Context: an optimization exercise on an open-source flow, tuned for small area. The choices shown serve that exercise and are no tape-out recipe. In this exercise RTL edits were held to simulation tests only and were not proved equivalent to the original.

[flow/config.mk]
export PLATFORM = sky130hd
export DESIGN_NAME = top
export DESIGN_NICKNAME = top
export VERILOG_FILES = /design/flow/design.v
export SDC_FILE = /design/flow/constraint.sdc
export NUM_CORES = 4
export LEC_CHECK = 0
export CAP_MARGIN = 20
export CORE_MARGIN = 2
export CORE_UTILIZATION = 40
export SLEW_MARGIN = 20
[flow/constraint.sdc]
create_clock -name core_clock -period 100.0 [get_ports {clk}]
set_input_delay 20.0000 -clock core_clock [delete_from_list [all_inputs] [get_ports {clk}]]
set_output_delay 20.0000 -clock core_clock [all_outputs]
set_load 0.01 [all_outputs]
[flow/design.v]
module top(
    input	wire		    clk		,
    input	wire		    rst_n	,
    input   wire            dq_in   ,
    output  wire            dq_oe   ,
    input   wire            rx      ,
    output  wire            tx      ,
    output  wire            SH_CP   ,
    output  wire            ST_CP   ,
    output  wire            DS      
);
    wire    [1:0]   key_out     ;
    wire    [24:0]  temp_data   ;
    wire    [5:0]   dot         ;
    wire            tx_idle     ;
    wire            tx_done     ;
    wire    [7:0]   tx_data     ;
    wire            tx_start    ;
    wire    [7:0]   sel         ;
    wire    [7:0]   seg         ;
    wire    [1:0]   ratio_num   ;
    wire            ratio_en    ;
    wire            sign        ;
    ds18b20_ctrl #(.TIME_750ms(28'd99_999)) ds18b20_ctrl_inst(
        .clk            (clk            ),
        .rst_n          (rst_n          ),
        .ratio_num      (ratio_num      ), 
        .ratio_en       (ratio_en       ), 
        .dq             (dq_in          ),
        .dq_oe_o        (dq_oe          ),
        .sign           (sign           ), 
        .dot            (dot            ), 
        .temp_data      (temp_data      )  
    );
    seg_driver seg_driver_inst(
          .clk		    (clk		    ),
          .rst_n	        (rst_n	        ),
           .seg_value      (temp_data      ), 
           .dot            (dot            ), 
          .sel	        (sel	        ), 
          .seg	        (seg	        )  
    );
    data_ctrl #(.TIME_1s(28'd399_999)) data_ctrl_inst(
             .clk            (clk	        ),
             .rst_n          (rst_n	        ),
             .rx             (rx             ), 
             .sign           (sign           ),
             .temp_data      (temp_data      ), 
             .ratio_num      (ratio_num      ), 
             .ratio_en       (ratio_en       ), 
             .tx             (tx             )
    );
    HC595_Driver u_HC595_Driver(
        .clk            (clk                ),
        .rst_n          (rst_n              ),
        .Data           ({seg,sel }         ),
        .S_EN           (1'b1               ),
        .SH_CP          (SH_CP              ),
        .ST_CP          (ST_CP              ),
        .DS             (DS                 )
    );
endmodule
module ds18b20_ctrl(
    input	wire		    clk		    ,
    input	wire		    rst_n	    ,
    input   wire            dq          ,
    output  wire            dq_oe_o     ,
    input   wire    [1:0]   ratio_num   , 
    input   wire            ratio_en    ,
    output  wire            sign        ,
    output  reg     [5:0]   dot         ,
    output  reg     [24:0]  temp_data
);
    parameter   TIME_750ms  = 28'd37_499_999    ; 
    parameter   TIME_1ms   = 20'd49_999        ; 
    localparam 
                IDLE        = 8'b00_000_001,
                INIT        = 8'b00_000_010,
                SKROM       = 8'b00_000_100,
                SET         = 8'b00_001_000,
                CONVERT     = 8'b00_010_000,
                WAIT        = 8'b00_100_000,
                READ        = 8'b01_000_000,
                READ_TEMP   = 8'b10_000_000;
    localparam 
                SKIP_ROM            =   8'hcc       ,
                WRITE_SCRATCHPAD    =   8'h4e       , 
                CONVERT_T           =   8'h44       , 
                READ_SCRATCHPAD     =   8'hbe       , 
                temp_hight          =   8'h2d       , 
                temp_low            =   8'hf6       ; 
    reg     [7:0]   cstate,nstate   ;
    wire            idle2init       ;
    wire            init2skrom      ;
    wire            init2idle       ;
    wire            skrom2set       ;
    wire            set2idle        ;
    wire            skrom2convert   ;
    wire            convert2wait    ;
    wire            wait2idle       ;
    wire            skrom2read      ;
    wire            read2read_temp  ;
    wire            read_temp2idle  ;
    reg     [1:0]   cmd             ; 
    wire    [2:0]   cmd_ok          ;
    wire            dq_in           ; 
    wire            dq_out          ;
    wire            dq_oe           ;
    wire    [15:0]  rec_data        ; 
    reg     [7:0]   send_data       ; 
    wire            end_init        ; 
    wire            end_bit         ; 
    reg     [19:0]  cnt_1ms         ; 
    wire            add_cnt_1ms     ;
    wire            end_cnt_1ms     ;
    reg     [27:0]  cnt_750ms       ; 
    wire            add_cnt_750ms   ;
    wire            end_cnt_750ms   ;
    wire    [10:0]  neg_mag         ;
    reg             convert_read    ; 
    reg             set_flag        ; 
    reg     [7:0]   ratio           ;
    reg     [1:0]   set_byte        ; 
    wire            add_byte        ;
    wire            end_byte        ;
    one_wire one_wire_inst(
      .clk		(clk	    ),
      .rst_n	    (rst_n	    ),
      .cmd	    (cmd	    ),
      .dq_in	    (dq_in	    ),
       .data       (send_data  ),
      .end_init   (end_init   ),
      .end_bit    (end_bit    ),
       .cmd_ok     (cmd_ok     ),
       .rec_data   (rec_data   ),
      .dq_out	    (dq_out	    ),
      .dq_oe	    (dq_oe	    )    	
    );
    always @(posedge clk or negedge rst_n) begin
        if (!rst_n) begin
            cstate <= IDLE;
        end
        else begin
            cstate <= nstate;
        end
    end
    always @(*) begin
        case (cstate)
            IDLE    :begin
                if (idle2init) begin
                    nstate = INIT;
                end
                else begin
                    nstate = IDLE;
                end
            end
            INIT    :begin
                if (init2idle) begin
                    nstate = IDLE;
                end
                else if (init2skrom) begin
                    nstate = SKROM;
                end
                else begin
                    nstate = INIT;
                end
            end
            SKROM   :begin
                if (skrom2set) begin
                    nstate = SET;
                end
                else if (skrom2convert) begin
                    nstate = CONVERT;
                end
                else if (skrom2read) begin
                    nstate = READ;
                end
                else begin
                    nstate = SKROM;
                end
            end
            SET     :begin
                if (set2idle) begin
                    nstate = IDLE;
                end
                else begin
                    nstate = SET;
                end
            end
            CONVERT :begin
                if (convert2wait) begin
                    nstate = WAIT;
                end
                else begin
                    nstate = CONVERT;
                end
            end
            WAIT    :begin
                if (wait2idle) begin
                    nstate = IDLE;
                end
                else begin
                    nstate = WAIT;
                end
            end
            READ    :begin
                if (read2read_temp) begin
                    nstate = READ_TEMP;
                end
                else begin
                    nstate = READ;
                end
            end
            READ_TEMP:begin
                if (read_temp2idle) begin
                    nstate = IDLE;
                end
                else begin
                    nstate = READ_TEMP;
                end
            end
            default: nstate = IDLE;
        endcase
    end
    assign idle2init        = cstate == IDLE        && end_cnt_1ms                  ;
    assign init2idle        = cstate == INIT        && !cmd_ok[0]    && end_init    ;
    assign init2skrom       = cstate == INIT        && cmd_ok[0]     && end_init    ;
    assign skrom2set        = cstate == SKROM       && set_flag      && end_bit     ;
    assign set2idle         = cstate == SET         && end_byte                     ;
    assign skrom2convert    = cstate == SKROM       && !convert_read && end_bit     ;
    assign convert2wait     = cstate == CONVERT     && cmd_ok[1]                    ;
    assign wait2idle        = cstate == WAIT        && end_cnt_750ms                ;
    assign skrom2read       = cstate == SKROM       && convert_read  && end_bit     ;
    assign read2read_temp   = cstate == READ        && cmd_ok[1]                    ;
    assign read_temp2idle   = cstate == READ_TEMP   && cmd_ok[2]                    ;
    always @(posedge clk or negedge rst_n) begin
        if (!rst_n) begin
            set_flag <= 1'b0;
        end
        else if (ratio_en) begin
            set_flag <= 1'b1;
        end
        else if (set2idle) begin
            set_flag <= 1'b0;
        end
        else begin
            set_flag <= set_flag;
        end
    end
    always @(*) begin
        case (ratio_num)
            2'd0: ratio = 8'h7f;
            2'd1: ratio = 8'h5f;
            2'd2: ratio = 8'h3f;
            2'd3: ratio = 8'h1f;
            default: ratio = 8'h7f;
        endcase
    end
    always @(posedge clk or negedge rst_n) begin
        if (!rst_n) begin
            set_byte <= 2'd0;
        end
        else begin
            if (add_byte) begin
                if (end_byte) begin
                    set_byte <= 2'd0;
                end
                else begin
                    set_byte <= set_byte + 2'd1;
                end
            end
            else begin
                set_byte <= set_byte;
            end
        end
    end
    assign add_byte = cstate == SET && end_bit;
    assign end_byte = add_byte && set_byte == 2'd3;
    always @(posedge clk or negedge rst_n) begin
        if (!rst_n) begin
            send_data <= 8'h0;
        end
        else begin
            case (nstate)
                IDLE,INIT,WAIT,READ_TEMP    : send_data <= 8'h0             ;
                SKROM                       : send_data <= SKIP_ROM         ;
                CONVERT                     : send_data <= CONVERT_T        ;
                READ                        : send_data <= READ_SCRATCHPAD  ;
                SET                         :begin
                    case (set_byte)
                        2'd0: send_data <= WRITE_SCRATCHPAD ;
                        2'd1: send_data <= temp_hight       ;
                        2'd2: send_data <= temp_low         ;
                        2'd3: send_data <= ratio            ;
                        default: send_data <= send_data;
                    endcase
                end
                default : send_data <= 8'h0  ;
            endcase
        end
    end
    always @(posedge clk or negedge rst_n) begin
        if (!rst_n) begin
            cmd <= 2'd0;
        end
        else if (idle2init) begin
            cmd <= 2'd1;
        end
        else if (init2skrom || skrom2convert || skrom2read || skrom2set || add_byte) begin
            cmd <= 2'd2;
        end
        else if (read2read_temp) begin
            cmd <= 2'd3;
        end
        else begin
            cmd <= 2'd0;
        end
    end
    always @(posedge clk or negedge rst_n) begin
        if (!rst_n) begin
            cnt_1ms <= 20'd0;
        end
        else begin
            if (add_cnt_1ms) begin
                if (end_cnt_1ms) begin
                    cnt_1ms <= 20'd0;
                end
                else begin
                    cnt_1ms <= cnt_1ms + 20'd1;
                end
            end
            else begin
                cnt_1ms <= cnt_1ms;
            end
        end
    end
    assign add_cnt_1ms = cstate == IDLE;
    assign end_cnt_1ms = add_cnt_1ms && cnt_1ms == TIME_1ms;
    always @(posedge clk or negedge rst_n) begin
        if (!rst_n) begin
            cnt_750ms <= 28'd0;
        end
        else begin
            if (add_cnt_750ms) begin
                if (end_cnt_750ms) begin
                    cnt_750ms <= 28'd0;
                end
                else begin
                    cnt_750ms <= cnt_750ms + 28'd1;
                end
            end
            else begin
                cnt_750ms <= cnt_750ms;
            end
        end
    end
    assign add_cnt_750ms = cstate == WAIT;
    assign end_cnt_750ms = add_cnt_750ms && cnt_750ms == TIME_750ms;
    always @(posedge clk or negedge rst_n) begin
        if (!rst_n) begin
            convert_read <= 1'b0;
        end
        else if (set2idle) begin
            convert_read <= 1'b0;
        end
        else if (wait2idle) begin
            convert_read <= 1'b1;
        end
        else if (read_temp2idle) begin
            convert_read <= 1'b0;
        end
        else begin
            convert_read <= convert_read;
        end
    end
    always @(posedge clk or negedge rst_n) begin
        if (!rst_n) begin
            temp_data <= 25'd0;
        end
        else if (!rec_data[15]) begin
            temp_data <= rec_data[10:0] * 11'd625 ;
            dot <= 6'b111_101;
        end
        else if (rec_data[15]) begin
            temp_data <= neg_mag * 11'd625  ;
            dot <= 6'b111_101;
        end
        else begin
            temp_data <= temp_data;
            dot <= dot;
        end
    end
    assign neg_mag = ~rec_data[10:0] + 11'd1;
    assign dq_in = dq;
    assign dq_oe_o = dq_oe;
    assign sign = rec_data[15];
endmodule
module one_wire(
    input	wire		    clk		,
    input	wire		    rst_n	,
    input	wire	[1:0]   cmd	    ,
    input	wire            dq_in	,
    input   wire    [7:0]   data    ,
    output  reg     [2:0]   cmd_ok  ,
    output  reg     [15:0]  rec_data,
    output  reg             end_init,
    output  reg             end_bit ,
    output	reg             dq_out	,
    output	reg		        dq_oe	        	
);
    parameter   TIME_1000us = 16'd49999 ; 
    parameter   TIME_500us  = 16'd24999 ; 
    parameter   TIME_80us   = 12'd3999  ; 
    parameter   TIME_70us   = 12'd3499  ; 
    parameter   TIME_60us   = 12'd2999  ; 
    parameter   TIME_12us   = 12'd599   ; 
    parameter   TIME_7us    = 12'd349   ; 
    parameter   TIME_3us    = 8'd150    ; 
    reg     [15:0]  cnt_1000us      ;
    wire            add_cnt_1000us  ;
    wire            end_cnt_1000us  ;
    reg     [15:0]  cnt_60us        ;
    wire            add_cnt_60us    ;
    wire            end_cnt_60us    ;
    reg     [15:0]  cnt_us          ; 
    wire            add_cnt_us      ;
    wire            end_cnt_us      ;
    reg     [3:0]   cnt_bit         ; 
    wire            add_cnt_bit     ;
    wire            end_cnt_bit     ;
    reg             start_flag      ; 
    reg     [1:0]   cmd_r           ;
    reg             cnt_byte        ; 
    always @(posedge clk or negedge rst_n) begin
        if (!rst_n) begin
            cmd_r <= 2'd0;
        end
        else begin
            case (cmd)
                2'd0: cmd_r <= cmd_r;
                2'd1: cmd_r <= 2'd1 ;
                2'd2: cmd_r <= 2'd2 ;
                2'd3: cmd_r <= 2'd3 ;
                default: cmd_r <= 2'd0;
            endcase
        end
    end
    always @(posedge clk or negedge rst_n) begin
        if (!rst_n) begin
            cnt_1000us <= 16'd0;
        end
        else if (cmd_r != 2'd1) begin
            cnt_1000us <= 16'd0;
        end
        else begin
            if (add_cnt_1000us) begin
                if (end_cnt_1000us) begin
                    cnt_1000us <= 16'd0;
                end
                else begin
                    cnt_1000us <= cnt_1000us + 16'd1;
                end
            end
            else begin
                cnt_1000us <= cnt_1000us;
            end
        end
    end
    assign add_cnt_1000us = cmd_r == 2'd1;
    assign end_cnt_1000us = add_cnt_1000us && cnt_1000us == TIME_1000us;
    always @(posedge clk or negedge rst_n) begin
        if (!rst_n) begin
            cnt_60us <= 16'd0;
        end
        else if (cmd_r != 2'd1) begin
            cnt_60us <= 16'd0;
        end
        else begin
            if (add_cnt_60us) begin
                if (end_cnt_60us) begin
                    cnt_60us <= 16'd0;
                end
                else begin
                    cnt_60us <= cnt_60us + 16'd1;
                end
            end
            else begin
                cnt_60us <= cnt_60us;
            end
        end
    end
    assign add_cnt_60us = cnt_1000us > TIME_500us && dq_in == 1'b0;
    assign end_cnt_60us = add_cnt_60us && end_cnt_1000us;
    always @(posedge clk or negedge rst_n) begin
        if (!rst_n) begin
            end_init <= 1'b0;
        end
        else if (end_cnt_1000us) begin
            end_init <= 1'b1;
        end
        else begin
            end_init <= 1'b0;
        end
    end
    always @(posedge clk or negedge rst_n) begin
        if (!rst_n) begin
            start_flag <= 1'b0;
        end
        else if (end_cnt_bit) begin
            start_flag <= 1'b0;
        end
        else if (cnt_byte) begin
            start_flag <= 1'b1;
        end
        else if (cmd == 2'd2 || cmd == 2'd3) begin
            start_flag <= 1'b1;
        end
        else begin
            start_flag <= start_flag;
        end
    end
    always @(posedge clk or negedge rst_n) begin
        if (!rst_n) begin
            cnt_us <= 15'd0;
        end
        else begin
            if (add_cnt_us) begin
                if (end_cnt_us) begin
                    cnt_us <= 15'd0;
                end
                else begin
                    cnt_us <= cnt_us + 15'd1;
                end
            end
            else begin
                cnt_us <= cnt_us;
            end
        end
    end
    assign add_cnt_us = start_flag;
    assign end_cnt_us = add_cnt_us && cnt_us == TIME_80us;
    always @(posedge clk or negedge rst_n) begin
        if (!rst_n) begin
            cnt_bit <= 3'd0;
        end
        else if (add_cnt_bit) begin
            if (end_cnt_bit) begin
                cnt_bit <= 3'd0;
            end
            else begin
                cnt_bit <= cnt_bit + 3'd1;
            end
        end
        else begin
            cnt_bit <= cnt_bit;
        end
    end
    assign add_cnt_bit = end_cnt_us;
    assign end_cnt_bit = add_cnt_bit && cnt_bit >= 3'd7;
    always @(posedge clk or negedge rst_n) begin
        if (!rst_n) begin
            end_bit <= 1'b0;
        end
        else if (end_cnt_bit) begin
            end_bit <= 1'b1;
        end
        else begin
            end_bit <= 1'b0;
        end
    end
    always @(*) begin
        if (cmd_r == 2'd1) begin
            if (cnt_1000us <= TIME_500us) begin
                dq_oe   = 1'b1;
                dq_out  = 1'b0;
            end
            else begin
                dq_oe   = 1'b0;
                dq_out  = 1'b0;
            end
        end
        else if (cmd_r == 2'd2) begin
            if (data[cnt_bit]) begin  
                if (cnt_us <= TIME_7us) begin  
                    dq_oe  = 1'b1;
                    dq_out = 1'b0;
                end
                else begin
                    dq_oe  = 1'b0;
                    dq_out = 1'b0;
                end
            end
            else begin  
                if (cnt_us <= TIME_70us) begin  
                    dq_oe  = 1'b1;
                    dq_out = 1'b0;
                end
                else begin
                    dq_oe  = 1'b0;
                    dq_out = 1'b0;  
                end
            end
        end
        else if (cmd_r == 2'd3) begin
            if (cnt_us <= TIME_3us) begin
                dq_oe  = 1'b1;
                dq_out = 1'b0;
            end
            else begin
                dq_oe  = 1'b0;
                dq_out = 1'b0;
            end
        end
        else begin
            dq_oe  = 1'b0;
            dq_out = 1'b0;
        end
    end
    always @(posedge clk or negedge rst_n) begin
        if (!rst_n) begin
            cnt_byte <= 1'b0;
        end
        else if (cmd_r != 2'd3) begin
            cnt_byte <= 1'b0;
        end
        else if (end_cnt_bit && cmd_r == 2'd3) begin
            cnt_byte <= ~cnt_byte;
        end
        else begin
            cnt_byte <= cnt_byte;
        end
    end
    always @(posedge clk or negedge rst_n) begin
        if (!rst_n) begin
            rec_data <= 16'd0;
        end
        else if (cmd_r == 2'd3) begin
            if (cnt_us == TIME_12us) begin
                case (cnt_byte)
                    1'b0: rec_data[cnt_bit] <= dq_in;
                    1'b1: rec_data[ 8 + cnt_bit] <= dq_in;   
                    default: rec_data <= 16'd0;
                endcase
            end
        end
    end
    always @(posedge clk or negedge rst_n) begin
        if (!rst_n) begin
            cmd_ok <= 2'd0;
        end
        else if (cmd_r == 2'd1) begin
            if (end_cnt_1000us && cnt_60us >= TIME_60us) begin
                cmd_ok[0] <= 1'b1;
            end
            else begin
                cmd_ok <= 2'd0;
            end
        end
        else if (cmd_r == 2'd2) begin
            if (end_cnt_bit) begin
                cmd_ok[1] <= 1'b1;
            end
            else begin
                cmd_ok <= 2'd0;
            end
        end
        else if (cmd_r == 2'd3) begin
            if (cnt_byte && end_cnt_bit) begin
                cmd_ok[2] <= 1'b1;
            end
            else begin
                cmd_ok <= 2'd0;
            end
        end
        else begin
            cmd_ok <= 2'd0;
        end
    end
endmodule
module data_ctrl(
    input	wire		    clk		    ,
    input	wire		    rst_n	    ,
    input   wire            rx          ,
    input   wire            sign        ,
    input	wire	[24:0]  temp_data   ,
    output  reg     [1:0]   ratio_num   ,
    output  reg             ratio_en    ,
    output	wire			tx	
);
    parameter TIME_1s   = 28'd49_999_999;
    parameter BIT_NUM   = 5'd16;
    localparam 
                ASCII0  = 8'h30, 
                ASCII1  = 8'h31, 
                ASCII2  = 8'h32, 
                ASCII3  = 8'h33, 
                ASCII4  = 8'h34, 
                ASCII5  = 8'h35, 
                ASCII6  = 8'h36, 
                ASCII7  = 8'h37, 
                ASCII8  = 8'h38, 
                ASCII9  = 8'h39, 
                ASCIIdot= 8'h2e, 
                ASCIIhx = 8'h0A, 
                ASCIIw  = 8'hCE, 
                ASCIIe  = 8'hC2,
                ASCIId  = 8'hB6, 
                ASCIIu  = 8'hC8,
                ASCIImh = 8'h3A, 
                ASCIISHE= 8'hA1, 
                ASCIISHI= 8'hE6,
                ASCIIA  = 8'h41, 
                ASCIIB  = 8'h42, 
                ASCIIC  = 8'h43, 
                ASCIIa  = 8'h61, 
                ASCIIb  = 8'h62, 
                ASCIIc  = 8'h63, 
                ASCIIFU = 8'h2D, 
                ASCIIZHE= 8'h2B; 
    reg             tx_start        ;           
    reg     [7:0]   tx_data         ;
    wire            tx_done         ;
    wire            tx_idle         ;
    wire    [1:0]   choose          ;
    wire            rx_done         ;
    wire    [7:0]   rx_data         ;
    reg     [7:0]   rx_data_r       ;
    reg     [5:0]   cnt_bit         ;
    wire            add_cnt_bit     ;
    wire            end_cnt_bit     ;
    reg     [27:0]  cnt_1s          ; 
    wire            add_cnt_1s      ;
    wire            end_cnt_1s      ;
    reg     [24:0]  temp_data_r     ; 
    reg     [7:0]   number          ;
    reg             start_flag      ;
    uart_rx#(
        .CLK_FREQ   (50_000_000 ),  
        .BIT_W      (8          )
    )uart_rx_inst(
          .clk        (clk            ),
          .rst_n      (rst_n          ),
          .rx         (rx             ),
          .BAUD       (115200         ),  
          .key        (1'b0           ),
          .tx_idle    (tx_idle        ),
          .choose     (choose         ),
          .rx_data    (rx_data        ),
          .rx_done    (rx_done        )
    );
    uart_tx#(
        .CLK_FREQ   (28'd50_000_000 ),  
        .BIT_W      (4'd8           )
    )uart_tx_inst(
          .clk        (clk            ),
          .rst_n	    (rst_n	        ),
          .BAUD       (115200         ),  
          .tx_start   (tx_start       ),
          .choose     (choose         ),
          .tx_data    (tx_data        ),
          .tx_idle    (tx_idle        ), 
          .tx_done    (tx_done        ), 
          .tx	    	(tx	    	    )
    );
    always @(posedge clk or negedge rst_n) begin
        if (!rst_n) begin
            rx_data_r <= 8'h0;
        end
        else if (rx_done) begin
            rx_data_r <= rx_data;
        end
        else begin
            rx_data_r <= rx_data_r;
        end
    end
    always @(posedge clk or negedge rst_n) begin
        if (!rst_n) begin
            ratio_num <= 2'd0;
        end
        else begin
            case (rx_data_r)
                ASCII9: ratio_num <= 2'd3;
                ASCIIA,ASCIIa: ratio_num <= 2'd2;
                ASCIIB,ASCIIb: ratio_num <= 2'd1;
                ASCIIC,ASCIIc: ratio_num <= 2'd0;
                default: ratio_num <= ratio_num;
            endcase
        end
    end
    always @(posedge clk or negedge rst_n) begin
        if (!rst_n) begin
            ratio_en <= 1'b0;
        end
        else if (rx_done) begin
            ratio_en <= 1'b1;
        end
        else begin
            ratio_en <= 1'b0;
        end
    end
    always @(posedge clk or negedge rst_n) begin
        if (!rst_n) begin
            cnt_1s <= 28'd0;
        end
        else begin
            if (add_cnt_1s) begin
                if (end_cnt_1s) begin
                    cnt_1s <= 28'd0;
                end
                else begin
                    cnt_1s <= cnt_1s + 28'd1;
                end
            end
            else begin
                cnt_1s <= cnt_1s;
            end
        end
    end
    assign add_cnt_1s = 1'b1;
    assign end_cnt_1s = add_cnt_1s && cnt_1s == TIME_1s;
    always @(posedge clk or negedge rst_n) begin
        if (!rst_n) begin
            tx_start <= 1'b0;
        end
        else if (end_cnt_bit) begin
            tx_start <= 1'b0;
        end
        else if (end_cnt_1s) begin
            tx_start <= 1'b1;
        end
        else begin
            tx_start <= tx_start;
        end
    end
    always @(posedge clk or negedge rst_n) begin
        if (!rst_n) begin
            temp_data_r <= 25'd0;
        end
        else if(end_cnt_bit) begin
            temp_data_r <= temp_data;
        end
        else begin
            temp_data_r <= temp_data_r;
        end
    end
    always @(posedge clk or negedge rst_n)begin 
		if(!rst_n)begin
			start_flag <= 1'b0;
		end  
		else if(end_cnt_bit)begin
			start_flag <= 1'b0;
		end  
		else if(tx_start)begin
			start_flag <= 1'b1;
		end
		else begin
			start_flag <= start_flag;
		end
	end
    always @(posedge clk or negedge rst_n) begin
        if (!rst_n) begin
            cnt_bit <= 5'd0;
        end
        else begin
            if (add_cnt_bit) begin
                if (end_cnt_bit) begin
                    cnt_bit <= 5'd0;
                end
                else begin
                    cnt_bit <= cnt_bit + 5'd1;
                end
            end
            else begin
                cnt_bit <= cnt_bit;
            end
        end
    end
    assign add_cnt_bit = tx_done && start_flag;
    assign end_cnt_bit = add_cnt_bit && cnt_bit == BIT_NUM - 1;
    always @(posedge clk or negedge rst_n) begin
        if (!rst_n) begin
            number <= 5'd0;
        end
        else begin 
            case (cnt_bit)
                5'd0    : number = 8'd30; 
                5'd1    : number = 8'd31;
                5'd2    : number = 8'd32; 
                5'd3    : number = 8'd33;
                5'd4    : number = 8'd34; 
                5'd5    : number = sign?8'd37:8'd38; 
                5'd6    : number = temp_data_r / 100000     ;
                5'd7    : number = temp_data_r / 10000  % 10;
                5'd8    : number = 8'd20; 
                5'd9    : number = temp_data_r / 1000   % 10;
                5'd10   : number = temp_data_r / 100    % 10;
                5'd11   : number = temp_data_r / 10     % 10;
                5'd12   : number = temp_data_r          % 10;
                5'd13   : number = 8'd35; 
                5'd14   : number = 8'd36;
                5'd15   : number = 8'd21; 
                default: number = number;
            endcase
        end
    end
    always @(*) begin
        case (number)
            8'd0    : tx_data <= ASCII0     ;
            8'd1    : tx_data <= ASCII1     ;
            8'd2    : tx_data <= ASCII2     ;
            8'd3    : tx_data <= ASCII3     ;
            8'd4    : tx_data <= ASCII4     ;
            8'd5    : tx_data <= ASCII5     ;
            8'd6    : tx_data <= ASCII6     ;
            8'd7    : tx_data <= ASCII7     ;
            8'd8    : tx_data <= ASCII8     ;
            8'd9    : tx_data <= ASCII9     ;
            8'd20   : tx_data <= ASCIIdot   ;
            8'd21   : tx_data <= ASCIIhx    ;
            8'd30   : tx_data <= ASCIIw     ;
            8'd31   : tx_data <= ASCIIe     ;
            8'd32   : tx_data <= ASCIId     ;
            8'd33   : tx_data <= ASCIIu     ;
            8'd34   : tx_data <= ASCIImh    ;
            8'd35   : tx_data <= ASCIISHE   ;
            8'd36   : tx_data <= ASCIISHI   ;
            8'd37   : tx_data <= ASCIIFU    ;
            8'd38   : tx_data <= ASCIIZHE   ;
            default: tx_data <= 8'h0;
        endcase
    end
endmodule
module seg_driver(
    input	wire		    clk		    ,
    input	wire		    rst_n	    ,
    input   wire    [24:0]  seg_value   ,
    input   wire    [5:0]   dot         ,
    output	reg     [7:0]	sel	        ,
    output	reg		[7:0]	seg	
);
    parameter   TIME_200us   = 9999;
    localparam  N0          = 8'b1100_0000  ,
                N1          = 8'b1111_1001  ,
                N2          = 8'b1010_0100  ,
                N3          = 8'b1011_0000  ,
                N4          = 8'b1001_1001  ,
                N5          = 8'b1001_0010  ,
                N6          = 8'b1000_0010  ,
                N7          = 8'b1111_1000  ,
                N8          = 8'b1000_0000  ,
                N9          = 8'b1001_0000  ,
                NA          = 8'b1000_1000  ,
                NB          = 8'b1000_0011  ,
                NC          = 8'b1100_0110  ,
                ND          = 8'b1010_0001  ,
                NE          = 8'b1000_0110  ,
                NF          = 8'b1000_1110  ;
    reg     [25:0]  cnt_200us        ;
    wire            add_cnt_200us    ;
    wire            end_cnt_200us    ;
    reg             dot_r           ;
    wire    [3:0] 	sel0            ; 
    wire    [3:0] 	sel1            ; 
    wire    [3:0] 	sel2            ; 
    wire    [3:0] 	sel3            ; 
    wire    [3:0] 	sel4            ; 
    wire    [3:0] 	sel5            ; 
    reg     [4:0]   number          ;
    always@(posedge clk or negedge rst_n)begin
        if (!rst_n) begin
            cnt_200us <= 26'd0;
        end
        else begin
            if (add_cnt_200us) begin
                if (end_cnt_200us) begin
                    cnt_200us <= 26'd0;
                end
                else begin
                    cnt_200us <= cnt_200us + 26'd1;
                end
            end
            else begin
                cnt_200us <= cnt_200us;
            end
        end
    end
    assign add_cnt_200us = 1'b1;
    assign end_cnt_200us = add_cnt_200us && cnt_200us == TIME_200us;
    always@(posedge clk or negedge rst_n)begin
        if(!rst_n)begin
            sel <= 8'b00_000_001;                
        end 
        else if(end_cnt_200us)begin
            sel<={sel[6:0],sel[7]};       
        end 
        else begin
            sel <= sel;                      
        end 
    end
    assign sel0    = seg_value % 10             ;    
    assign sel1    = seg_value /10      % 10    ;    
    assign sel2    = seg_value /100     % 10    ;    
    assign sel3    = seg_value /1000    % 10    ;    
    assign sel4    = seg_value /10000   % 10    ;    
    assign sel5    = seg_value /100000          ;    
    always @(*) begin
        case(sel)
            8'b00_000_001: begin
                number = sel0   ;
                dot_r = dot[5];
            end
            8'b00_000_010: begin
                number = sel1   ;
                dot_r = dot[4]  ;
            end
            8'b00_000_100: begin
                number = sel2   ;
                dot_r = dot[3]  ;
            end
            8'b00_001_000: begin
                number = sel3   ;
                dot_r = dot[2]  ;
            end
            8'b00_010_000: begin
                number = sel4   ;
                dot_r = dot[1]  ;
            end
            8'b00_100_000: begin
                number = sel5   ;
                dot_r = dot[0]  ;
            end
            default: begin   
                number = 4'd0  ;
                dot_r = 1'b1;
            end
        endcase 
    end
    always@(posedge clk or negedge rst_n)begin
        if(!rst_n)begin
            seg <= N0; 
        end
        else begin
            case(number)
                5'd0    :	seg <= {dot_r,N0[6:0]};     
                5'd1    :	seg <= {dot_r,N1[6:0]};     
                5'd2    : 	seg <= {dot_r,N2[6:0]};     
                5'd3    : 	seg <= {dot_r,N3[6:0]};     
                5'd4    : 	seg <= {dot_r,N4[6:0]};     
                5'd5    : 	seg <= {dot_r,N5[6:0]};     
                5'd6    : 	seg <= {dot_r,N6[6:0]};     
                5'd7    : 	seg <= {dot_r,N7[6:0]};     
                5'd8    : 	seg <= {dot_r,N8[6:0]};     
                5'd9    :   seg <= {dot_r,N9[6:0]};     
                5'd10   :   seg <= {dot_r,NA[6:0]};
                5'd11   :   seg <= {dot_r,NB[6:0]};
                5'd12   :   seg <= {dot_r,NC[6:0]};
                5'd13   :   seg <= {dot_r,ND[6:0]};
                5'd14   :   seg <= {dot_r,NE[6:0]};
                5'd15   :   seg <= {dot_r,NF[6:0]};
                default:	seg <= {dot_r,N0[6:0]};     
            endcase 
        end
    end
endmodule
module HC595_Driver (
    input           clk     ,
    input           rst_n   ,
    input   [15:0]  Data    ,
    input           S_EN    ,
    output  reg     SH_CP   ,
    output  reg     ST_CP   ,
    output  reg     DS
);
    parameter CNT_MAX = 4;  
    reg [15:0]  divider_cnt; 
    reg [15:0]  r_data;
    always@(posedge clk or negedge rst_n)
    if(!rst_n)
        divider_cnt <= 16'd0;
    else if(divider_cnt == CNT_MAX)
        divider_cnt <= 16'd0;
    else
        divider_cnt <= divider_cnt + 1'b1;
    wire sck_pluse;
    assign sck_pluse = (divider_cnt == CNT_MAX);
    reg [4:0]SHCP_EDGE_CNT; 
   always@(posedge clk or negedge rst_n)
    if(!rst_n)
        SHCP_EDGE_CNT <= 5'd0;
    else if(sck_pluse)begin
        if(SHCP_EDGE_CNT ==  5'd31)
            SHCP_EDGE_CNT <= 5'd0;
        else
            SHCP_EDGE_CNT <= SHCP_EDGE_CNT + 1'd1;
    end
    else
        SHCP_EDGE_CNT <= SHCP_EDGE_CNT;
    always @(posedge clk) begin
        if (S_EN) begin
            r_data <= Data;
        end
        else begin
            r_data <= r_data;
        end
    end
    always@(posedge clk or negedge rst_n)
    if(!rst_n)begin
        SH_CP <= 1'b0;
        ST_CP <= 1'b0;
        DS <= 1'b0;
    end
    else begin
        case(SHCP_EDGE_CNT)
            5'd0:begin SH_CP <= 1'b0; ST_CP <= 1'b1; DS <= r_data[15]; end
            5'd1:begin SH_CP <= 1'b1; ST_CP <= 1'b0;end
            5'd2:begin SH_CP <= 1'b0; DS <= r_data[14];end
            5'd3:begin SH_CP <= 1'b1; end
            5'd4:begin SH_CP <= 1'b0; DS <= r_data[13];end
            5'd5:begin SH_CP <= 1'b1; end
            5'd6:begin SH_CP <= 1'b0; DS <= r_data[12];end
            5'd7:begin SH_CP <= 1'b1; end
            5'd8:begin SH_CP <= 1'b0; DS <= r_data[11];end
            5'd9:begin SH_CP <= 1'b1; end
            5'd10:begin SH_CP <= 1'b0; DS <= r_data[10];end
            5'd11:begin SH_CP <= 1'b1; end
            5'd12:begin SH_CP <= 1'b0; DS <= r_data[9];end
            5'd13:begin SH_CP <= 1'b1; end
            5'd14:begin SH_CP <= 1'b0; DS <= r_data[8];end
            5'd15:begin SH_CP <= 1'b1; end
            5'd16:begin SH_CP <= 1'b0; DS <= r_data[7];end
            5'd17:begin SH_CP <= 1'b1; end
            5'd18:begin SH_CP <= 1'b0; DS <= r_data[6];end
            5'd19:begin SH_CP <= 1'b1; end
            5'd20:begin SH_CP <= 1'b0; DS <= r_data[5];end
            5'd21:begin SH_CP <= 1'b1; end
            5'd22:begin SH_CP <= 1'b0; DS <= r_data[4];end
            5'd23:begin SH_CP <= 1'b1; end
            5'd24:begin SH_CP <= 1'b0; DS <= r_data[3];end
            5'd25:begin SH_CP <= 1'b1; end
            5'd26:begin SH_CP <= 1'b0; DS <= r_data[2];end
            5'd27:begin SH_CP <= 1'b1; end
            5'd28:begin SH_CP <= 1'b0; DS <= r_data[1];end
            5'd29:begin SH_CP <= 1'b1; end
            5'd30:begin SH_CP <= 1'b0; DS <= r_data[0];end
            5'd31:begin SH_CP <= 1'b1; end
        endcase
    end
endmodule
module uart_tx#(
    parameter   CLK_FREQ    =   28'd50_000_000,  
    parameter   BIT_W       =   4'd8
)(
    input	wire		            clk		    ,
    input	wire		            rst_n	    ,
    input   wire    [31:0]          BAUD        , 
    input   wire    [1:0]           choose      ,
    input	wire                    tx_start	, 
    input	wire    [BIT_W - 1:0]   tx_data	    , 
    output	reg		    	        tx_idle	    , 
    output  reg                     tx_done     , 
    output	reg		    	        tx	    	  
);
    localparam     
                IDLE  = 4'b0001 ,
                START = 4'b0010 ,
                SEND  = 4'b0100 ,
                STOP  = 4'b1000 ;
    reg     [3:0]       cstate,nstate   ; 
    wire                idle2start      ;
    wire                start2send      ;
    wire                send2stop       ;
    wire                stop2idle       ;
    wire    [31:0]      MAX_BAUD        ;
    reg     [BIT_W:0]   data_r          ; 
    reg     [23:0]      cnt_baud        ; 
    wire                add_cnt_baud    ;
    wire                end_cnt_baud    ;
    reg     [3:0]       cnt_bit         ; 
    wire                add_cnt_bit     ;
    wire                end_cnt_bit     ;
    assign MAX_BAUD = CLK_FREQ / BAUD - 1;
    always @(posedge clk or negedge rst_n) begin
        if (!rst_n) begin
            cstate <= IDLE;
        end
        else begin
            cstate <= nstate;
        end
    end
    always @(*) begin
        case (cstate)
            IDLE :begin
                if (idle2start) begin
                    nstate = START;
                end
                else begin
                    nstate = IDLE;
                end
            end
            START:begin
                if (start2send) begin
                    nstate = SEND;
                end
                else begin
                    nstate = START;
                end
            end
            SEND :begin
                if (send2stop) begin
                    nstate = STOP;
                end
                else begin
                    nstate = SEND;
                end
            end
            STOP :begin
                if (stop2idle) begin
                    nstate = IDLE;
                end
                else begin
                    nstate = STOP;
                end
            end 
            default: nstate = IDLE;
        endcase
    end
    assign idle2start   = cstate == IDLE    && (tx_start    && tx_idle  );
    assign start2send   = cstate == START   && (end_cnt_baud            );
    assign send2stop    = cstate == SEND    && (end_cnt_bit             );
    assign stop2idle    = cstate == STOP    && (end_cnt_baud            );
    always @(posedge clk or negedge rst_n) begin
        if (!rst_n) begin
            data_r <= 8'd0;
        end
        else if (cstate == START) begin
            data_r <= tx_data;
        end
        else begin
            data_r <= data_r;
        end
    end
    always @(posedge clk or negedge rst_n) begin
        if (!rst_n) begin
            tx_idle <= 1'd1;
        end
        else if (cstate == START) begin
            tx_idle <= 1'b0;
        end
        else if (cstate == STOP && end_cnt_baud) begin
            tx_idle <= 1'd1;
        end
        else begin
            tx_idle <= tx_idle;
        end
    end
    always @(posedge clk or negedge rst_n) begin
        if (!rst_n) begin
            tx_done <= 1'b0;
        end
        else if (cstate == IDLE) begin
            tx_done <= 1'b0;
        end
        else if (cstate == STOP && end_cnt_baud) begin
            tx_done <= 1'b1;
        end
        else begin
            tx_done <= tx_done;
        end
    end
    always @(posedge clk or negedge rst_n) begin
        if (!rst_n) begin
            cnt_baud <= 24'd0;
        end
        else begin
            if (add_cnt_baud) begin
                if (end_cnt_baud) begin
                    cnt_baud <= 24'd0;
                end
                else begin
                    cnt_baud <= cnt_baud + 24'd1;
                end
            end
            else begin
                cnt_baud <= 24'd0;
            end
        end
    end
    assign add_cnt_baud = cstate != IDLE;
    assign end_cnt_baud = add_cnt_baud && cnt_baud == MAX_BAUD;
    always @(posedge clk or negedge rst_n) begin
        if (!rst_n) begin
            cnt_bit <= 4'd0;
        end
        else begin
            if (add_cnt_bit) begin
                if (end_cnt_bit) begin
                    cnt_bit <= 4'd0;
                end
                else begin
                    cnt_bit <= cnt_bit + 4'd1;
                end
            end
            else begin
                cnt_bit <= cnt_bit;
            end
        end
    end
    assign add_cnt_bit = (cstate == SEND) && end_cnt_baud;
    assign end_cnt_bit = add_cnt_bit && cnt_bit == BIT_W -1;
    always @(posedge clk or negedge rst_n) begin
        if (!rst_n) begin
            tx <= 1'b1;
        end
        else begin
            case (cstate)
                IDLE    : tx <= 1'b1;
                START   : tx <= 1'b0;
                SEND    : tx <= data_r[cnt_bit];
                STOP    : tx <= 1'b1;
                default: tx <= 1'b1;
            endcase
        end
    end
endmodule
module uart_rx#(
    parameter   CLK_FREQ    =   50_000_000,  
    parameter   BIT_W   =   8
)(
    input	wire		            clk		    ,
    input	wire		            rst_n	    ,
    input   wire    [31:0]          BAUD        , 
    input	wire                    rx	        , 
    input   wire                    key         , 
    input   wire                    tx_idle     ,
    output	reg     [BIT_W  :0]     rx_data	    , 
    output  reg     [1:0]           choose      , 
    output	reg		    	        rx_done	      
);
    localparam     
                IDLE    = 4'b0001   ,
                START   = 4'b0010   ,
                RECEIVE = 4'b0100   ,
                STOP    = 4'b1000   ;
    reg     [3:0]       cstate,nstate   ; 
    wire                idle2start      ; 
    wire                start2receive   ;
    wire                start2idle      ;
    wire                receive2stop    ;
    wire                receive2idle    ;
    wire                stop2idle       ;
    wire    [31:0]      MAX_BAUD        ; 
    wire    [23:0]      HALF_BAUD       ; 
    reg                 rx_r0           ; 
    reg                 rx_r1           ;
    reg                 rx_r2           ;
    wire                nedge           ; 
    reg     [23:0]      cnt_baud        ; 
    wire                add_cnt_baud    ;
    wire                end_cnt_baud    ;
    reg     [3:0]       cnt_bit         ; 
    wire                add_cnt_bit     ;
    wire                end_cnt_bit     ;
    reg                 check           ; 
    wire                add_choose      ;
    wire                end_choose      ;
    wire                check_bit       ; 
    assign check_bit = 1'b0;
    assign MAX_BAUD = CLK_FREQ / BAUD - 1;
    assign HALF_BAUD = MAX_BAUD / 2 - 1;
    always @(posedge clk or negedge rst_n) begin
        if (!rst_n) begin
            rx_r0 <= 1'b0;
            rx_r1 <= 1'b0;
            rx_r2 <= 1'b0;
        end
        else begin
            rx_r0 <= rx;
            rx_r1 <= rx_r0;
            rx_r2 <= rx_r1;
        end
    end
    assign nedge = (~rx_r1)&&rx_r2;
    always @(posedge clk or negedge rst_n) begin
        if (!rst_n) begin
            cstate <= IDLE;
        end
        else begin
            cstate <= nstate;
        end
    end
    always @(*) begin
        case (cstate)
            IDLE :begin
                if (idle2start) begin
                    nstate = START;
                end
                else begin
                    nstate = IDLE;
                end
            end
            START:begin
                if (start2receive) begin
                    nstate = RECEIVE;
                end
                else if (start2idle) begin
                    nstate = IDLE;
                end
                else begin
                    nstate = START;
                end
            end
            RECEIVE :begin
                if (receive2stop) begin
                    nstate = STOP;
                end
                else begin
                    nstate = RECEIVE;
                end
            end
            STOP :begin
                if (stop2idle) begin
                    nstate = IDLE;
                end
                else begin
                    nstate = STOP;
                end
            end 
            default: nstate = IDLE; 
        endcase
    end
    assign idle2start       = cstate == IDLE    && (nedge                           );
    assign start2receive    = cstate == START   && (end_cnt_baud  && check          );
    assign start2idle       = cstate == START   && (check == 1'b0                   );
    assign receive2stop     = cstate == RECEIVE && (end_cnt_bit                     );
    assign stop2idle        = cstate == STOP    && (end_cnt_baud  || check == 1'b0  );
    always @(posedge clk or negedge rst_n) begin
        if (!rst_n) begin
            choose <= 2'd0;
        end
        else begin
            if (add_choose) begin
                if (end_choose) begin
                    choose <= 2'd0;
                end
                else begin
                    choose <= choose + 2'd1;
                end
            end
            else begin
                choose <= choose;
            end
        end
    end
    assign add_choose = cstate == IDLE && key;
    assign end_choose = add_choose && choose == 2'd2;
    always @(posedge clk or negedge rst_n) begin
        if (!rst_n) begin
            cnt_bit <= 4'd0;
        end
        else if (check == 1'b0) begin
            cnt_bit <= 4'd0;
        end
        else begin
            if (add_cnt_bit) begin
                if (end_cnt_bit) begin
                    cnt_bit <= 4'd0;
                end
                else begin
                    cnt_bit <= cnt_bit + 4'd1;
                end
            end
            else begin
                cnt_bit <= cnt_bit;
            end
        end
    end
    assign add_cnt_bit = (cstate == RECEIVE) && end_cnt_baud;
    assign end_cnt_bit = add_cnt_bit && ((choose== 2'b0) ?( (cnt_bit == BIT_W -1) ? 1'b1:1'b0 ) :( (cnt_bit == BIT_W ) ? 1'b1:1'b0 ));
    always @(posedge clk or negedge rst_n) begin
        if (!rst_n) begin
            rx_data <= 8'd0;
        end
        else if (check == 1'b0) begin
            rx_data <= 8'd0;
        end
        else begin
            case (cstate)
                IDLE    : begin
                    rx_data <= 8'h00;
                end
                START   : begin
                    rx_data <= 8'h00;
                end
                RECEIVE : begin
                    if (cnt_baud == HALF_BAUD) begin
                        rx_data[cnt_bit] = rx_r2;
                    end
                    else begin
                        rx_data <= rx_data;
                    end
                end
                STOP    : begin
                    rx_data <= rx_data;
                end
                default: rx_data <= rx_data; 
            endcase
        end
    end
    always @(posedge clk or negedge rst_n) begin
        if (!rst_n) begin
            check <= 1'd1;
        end
        else begin
            case (cstate)
                IDLE,RECEIVE    : check <= 1'b1;
                START   : begin
                    if (cnt_baud == HALF_BAUD) begin
                        if (rx_r2 == 1'b0) begin
                            check <= 1'b1;
                        end
                        else begin
                            check <= 1'b0;
                        end
                    end
                    else begin
                        check <= check;
                    end
                end
                STOP    : begin
                    if (cnt_baud == HALF_BAUD) begin
                        if (rx_r2 == 1'b1) begin
                            check <= 1'b1;
                        end
                        else begin
                            check <= 1'b0;
                        end
                    end
                    else if ((choose != 2'd0) && (check_bit != rx_data[BIT_W])) begin
                        check <= 1'b0;
                    end
                    else begin
                        check <= check;
                    end
                end
                default: check <= check;
            endcase
        end
    end
    always @(posedge clk or negedge rst_n) begin
        if (!rst_n) begin
            rx_done <= 1'b0;
        end
        else if (cstate == IDLE) begin
            rx_done <= 1'b0;
        end
        else if(cstate == STOP && end_cnt_baud) begin
            rx_done <=  1'b1;
        end
        else begin
            rx_done <= rx_done;
        end
    end
    always @(posedge clk or negedge rst_n) begin
        if (!rst_n) begin
            cnt_baud <= 24'd0;
        end
        else if (cstate == IDLE) begin
            cnt_baud <= 24'd0;
        end
        else begin
            if (add_cnt_baud) begin
                if (end_cnt_baud) begin
                    cnt_baud <= 24'd0;
                end
                else begin
                    cnt_baud <= cnt_baud + 24'd1;
                end
            end
            else begin
                cnt_baud <= 24'd0;
            end
        end
    end
    assign add_cnt_baud = cstate != IDLE;
    assign end_cnt_baud = add_cnt_baud && cnt_baud == MAX_BAUD;
endmodule
[flow/run.sh]
#!/bin/bash
# synth_recipe.tcl (not shown) runs the flow's synth.tcl, then flattens the netlist and writes it again
# the make line also repeats each setting of config.mk as NAME=value (left out here)
make -C /OpenROAD-flow-scripts/flow DESIGN_CONFIG=/design/flow/config.mk WORK_HOME=/design/flow/orfs CLKGATE_MAP_FILE= SYNTH_SCRIPT=/design/flow/synth_recipe.tcl finish
==> summary.md <==
| Metric | Value |
|---|---|
| Max incr delay on CP | 740 ps |
| CP Class | flip-flop to flip-flop |
| 1st-pass router iterations | 6 |
| Filler cell count | 17,500 |
| Worst Hold Class | flip-flop to flip-flop |
| Die X | 419 um |
| Cell count after placement | 11,400 |
| Fin crit period | 93,120 ps |
| Area contributors post-synth | dfrtp_1, ha_1, nor2_1 |
| Layout cells sized above 1 | 0.0778 |
| IO Port Bufs | 8 |
| Max Clock Skew | 21.3 ps |
| Avg WL per Cell | around 17 um |
| Die H | 419 um |
| CORE AREA | around 0.17 mm2 |
| Die area | 0.176 mm2 |
| CTS Buf Count | 48 |
| GRT Total Usage | 0.220 |
| Top-count cell post-synth | nor2_1 |
| Initial antenna violation count | 2 |
| CTS sink cnt | 410 |
| Max-slew violation count | 0 |
| Dominant synthesized flop cell | dfrtp_1 |
| Area leader, netlist | dfrtp_1 |
| Final TNS setup | 0 ps |
| Path depth of the worst reg2reg path | around 410 |
| Fmax | approximately 0.011 GHz |
| Layout area overhead | 6.85% |
| Worst EP required | 100,520 ps |
| # DRC | 0 |
| Synth top area share | 0.140 |
| Initial Utilization | 0.402 |
| CP Launch Type | flip-flop |
| CP Max Fanout | 39 |
| Vias in the first global route | about 65,000 |
| Half-perimeter wire length after placement | 156,000 um |
| Yosys cell types | ~140 |
| Met3 Use GR | 0.0144 |
| CP max-delay cell | or4_1 |
| Mapped Cells | 9,298 |
| Setup slack, reg-to-reg | slightly below 7000 ps |
| Crit end category | flip-flop |
| EDFF count, synth | 0 |
| Final Instance Count excl. Fillers | 11,500 |
| Drt initial violations | 4,699 |
| Number of antenna repair diodes | 0 |
| Avg Cell Area, Syn | 7.42 um2 |
| Skew-Pair Late Insertion Delay | 610 ps |
| Synth cell count leaders | nor2_1, nand2_1, ha_1 |
| Least-Margin Pin Slew | 1210 ps |
| Synthesis-stage register bit count | 410 |
| Reg clk slew, reported paths | 60 ps |
| Antenna-violating nets left | 0 |
| Global-route wire length before repair | between 300,000 and 400,000 um |
| Clock H-tree levels | 2 |
| Seq/Total Area, Yosys | 0.148 |
| NumNets Final | 9,955 |
| Pin count of the biggest net entering global routing | 77 |
| Worst Hold Depth | 0 |
| Outcome | finished clean |
| Mapped cell area | between 0.06 and 0.07 mm2 |
| Global route overflow | 0 |
| Final Hold Viols | 0 |
| CTS Buffer Depth | 3 |
| MaxCap Viol Count | 0 |
| Yosys warning count | 8 |
| Root Driver | clkbuf_16 |
| Max_slew headroom | 0.189 |
| CTS tree | yes |
| Post-Route WL | about 200,000 um |
| Crit share post-route | 0.931 |
| I/O pins | 9 |
| Synth async-reset ratio | 0.961 |
| Most used cell, CP | o21a_1 |
| GR Util met2 | 0.370 |
| WP data arrival | 93,650 ps |
| Grt peak-use layer | met2 |
| Placer congestion estimate | 0.929 |
| Vias post-DR | 69,200 |
| Met1 usage | 0.304 |
| Via/cell ratio | 6.01 |
| Setup Viol. Count Final | 0 |
| FP Rows | 152 |
## logic make-up (layout without fill, tap and decap cells)
group | after synthesis | after routing | synth area share
compound gates | 2814 | 2815 | 0.278
buf+inv | 717 | 607 | 0.0402
other cells | 1 | 22 | 0.0000543
fa+ha+maj | 789 | 789 | 0.147
flops | 410 | 410 | 0.148
mux | 260 | 260 | 0.0418
simple gates | 3709 | 3710 | 0.270
xor+xnor | 598 | 598 | 0.0762
## registers in the layout (all words and copies together) (netlist names), 12 cells and up
signal	count
ds18b20_ctrl_inst.one_wire_inst.rec_data	12
data_ctrl_inst.uart_tx_inst.cnt_baud	24
data_ctrl_inst.cnt_1s	28
ds18b20_ctrl_inst.cnt_1ms	20
u_HC595_Driver.divider_cnt	16
seg_driver_inst.cnt_200us	26
ds18b20_ctrl_inst.temp_data	21
data_ctrl_inst.uart_rx_inst.cnt_baud	24
ds18b20_ctrl_inst.cnt_750ms	28
ds18b20_ctrl_inst.one_wire_inst.cnt_1000us	16
ds18b20_ctrl_inst.one_wire_inst.cnt_60us	16
ds18b20_ctrl_inst.one_wire_inst.cnt_us	16
data_ctrl_inst.temp_data_r	21
u_HC595_Driver.r_data	16
## area by class of cell
cell class                 instances  area [um2]  area share
sequential                       410       10200       0.138
clock inverter                    27         348     0.00472
tap                             2310        2890      0.0392
clock buffer                      61        1320      0.0179
inverter                         399        1510      0.0204
timing repair buffer             120         935      0.0127
multi-input combinational       8194       56500       0.767
## routing by layer
metal | part of all wire | wire [um]
met5 | 0 | 0
met4 | 0.022 | 4340
met3 | 0.040 | 8010
met2 | 0.46 | 91800
met1 | 0.48 | 95600
## critical path, delay by kind of cell, from the launching register on
| kind | cells | cell delay, ps |
|---|---|---|
| XOR/XNOR | 1 | 170 |
| multiplexers | 11 | 3330 |
| adder cells (fa/ha/maj) | 30 | 8950 |
| buffers and inverters | 23 | 3200 |
| AO/OA/AOI/OAI | 245 | 52440 |
| flip-flops | 1 | 430 |
| AND/OR/NAND/NOR | 103 | 24400 |
## placed cells by master, fill, tap and decap left out, drive strengths merged, types with 105 or more instances in the layout
cell    count
mux2i     105
or3       124
nand4     141
xnor2     385
inv       400
o21ai     532
nor3      537
o211ai    109
and3      107
nand3     285
nor4      110
nand2     856
nor2      915
or2       132
o21a      383
a21o      129
dfrtp     385
buf       110
o31ai     219
xor2      212
mux2      151
ha        739
a21oi     609
## path summary, 6_finish.rpt
kind / endpoint / start
min in group asynchronous: seg_driver_inst.cnt_200us[10] / rst_n
hold / removal: data_ctrl_inst.uart_rx_inst.rx_r1 / data_ctrl_inst.uart_rx_inst.rx_r0
setup / recovery: seg_driver_inst.seg[0] / seg_driver_inst.sel[5]
setup reg to reg: seg_driver_inst.seg[0] / seg_driver_inst.sel[5]
max in group asynchronous: data_ctrl_inst.uart_tx_inst.cnt_baud[9] / rst_n
hold reg to reg: data_ctrl_inst.uart_rx_inst.rx_r1 / data_ctrl_inst.uart_rx_inst.rx_r0
## metrics by stage
step           setup WS (ps)  hold WS, ps  instance area, um2   util
2_1_floorplan           9480          324               69100      -
4_1_cts                  338          369               73200  0.427
5_1_grt                -18.1          377               73700  0.430
3_3_place_gp            3840          352               71600  0.417
6_report                6880          368               73700  0.430
3_5_place_dp             703          356               71600  0.417
## repair_timing
item / in CTS / in global routing
hold buffers: 0 / 0
buffers inserted: 0 / 17
setup endpoints to repair: 0 / 15
gates resized for setup: 0 / 82

==> re-timing with driven ports <==
The flow's constraints put no driver on any port. The routed layout listed below was extracted and timed again, unchanged, in two steps. Step 1, drivers: a clkbuf_16 drives clk and a buf_2 each remaining input, both assumed. Step 2 times the ports against the registers' clock, not the clock port: input delays grow and output delays shrink by t, the midpoint of the rising clock arrivals with the driver on. a / b / c = ideal ports / drivers / drivers and shift; a / b = the first two.
t (ns): 0.671
setup WS [ns]: 6.876 / 6.876 / 6.876
worst setup path at the end: register to register
After both steps setup and hold are still met in this run. For this run, drivers alone change the setup slack by 0.000 ns; drivers and shift together by 0.000 ns.
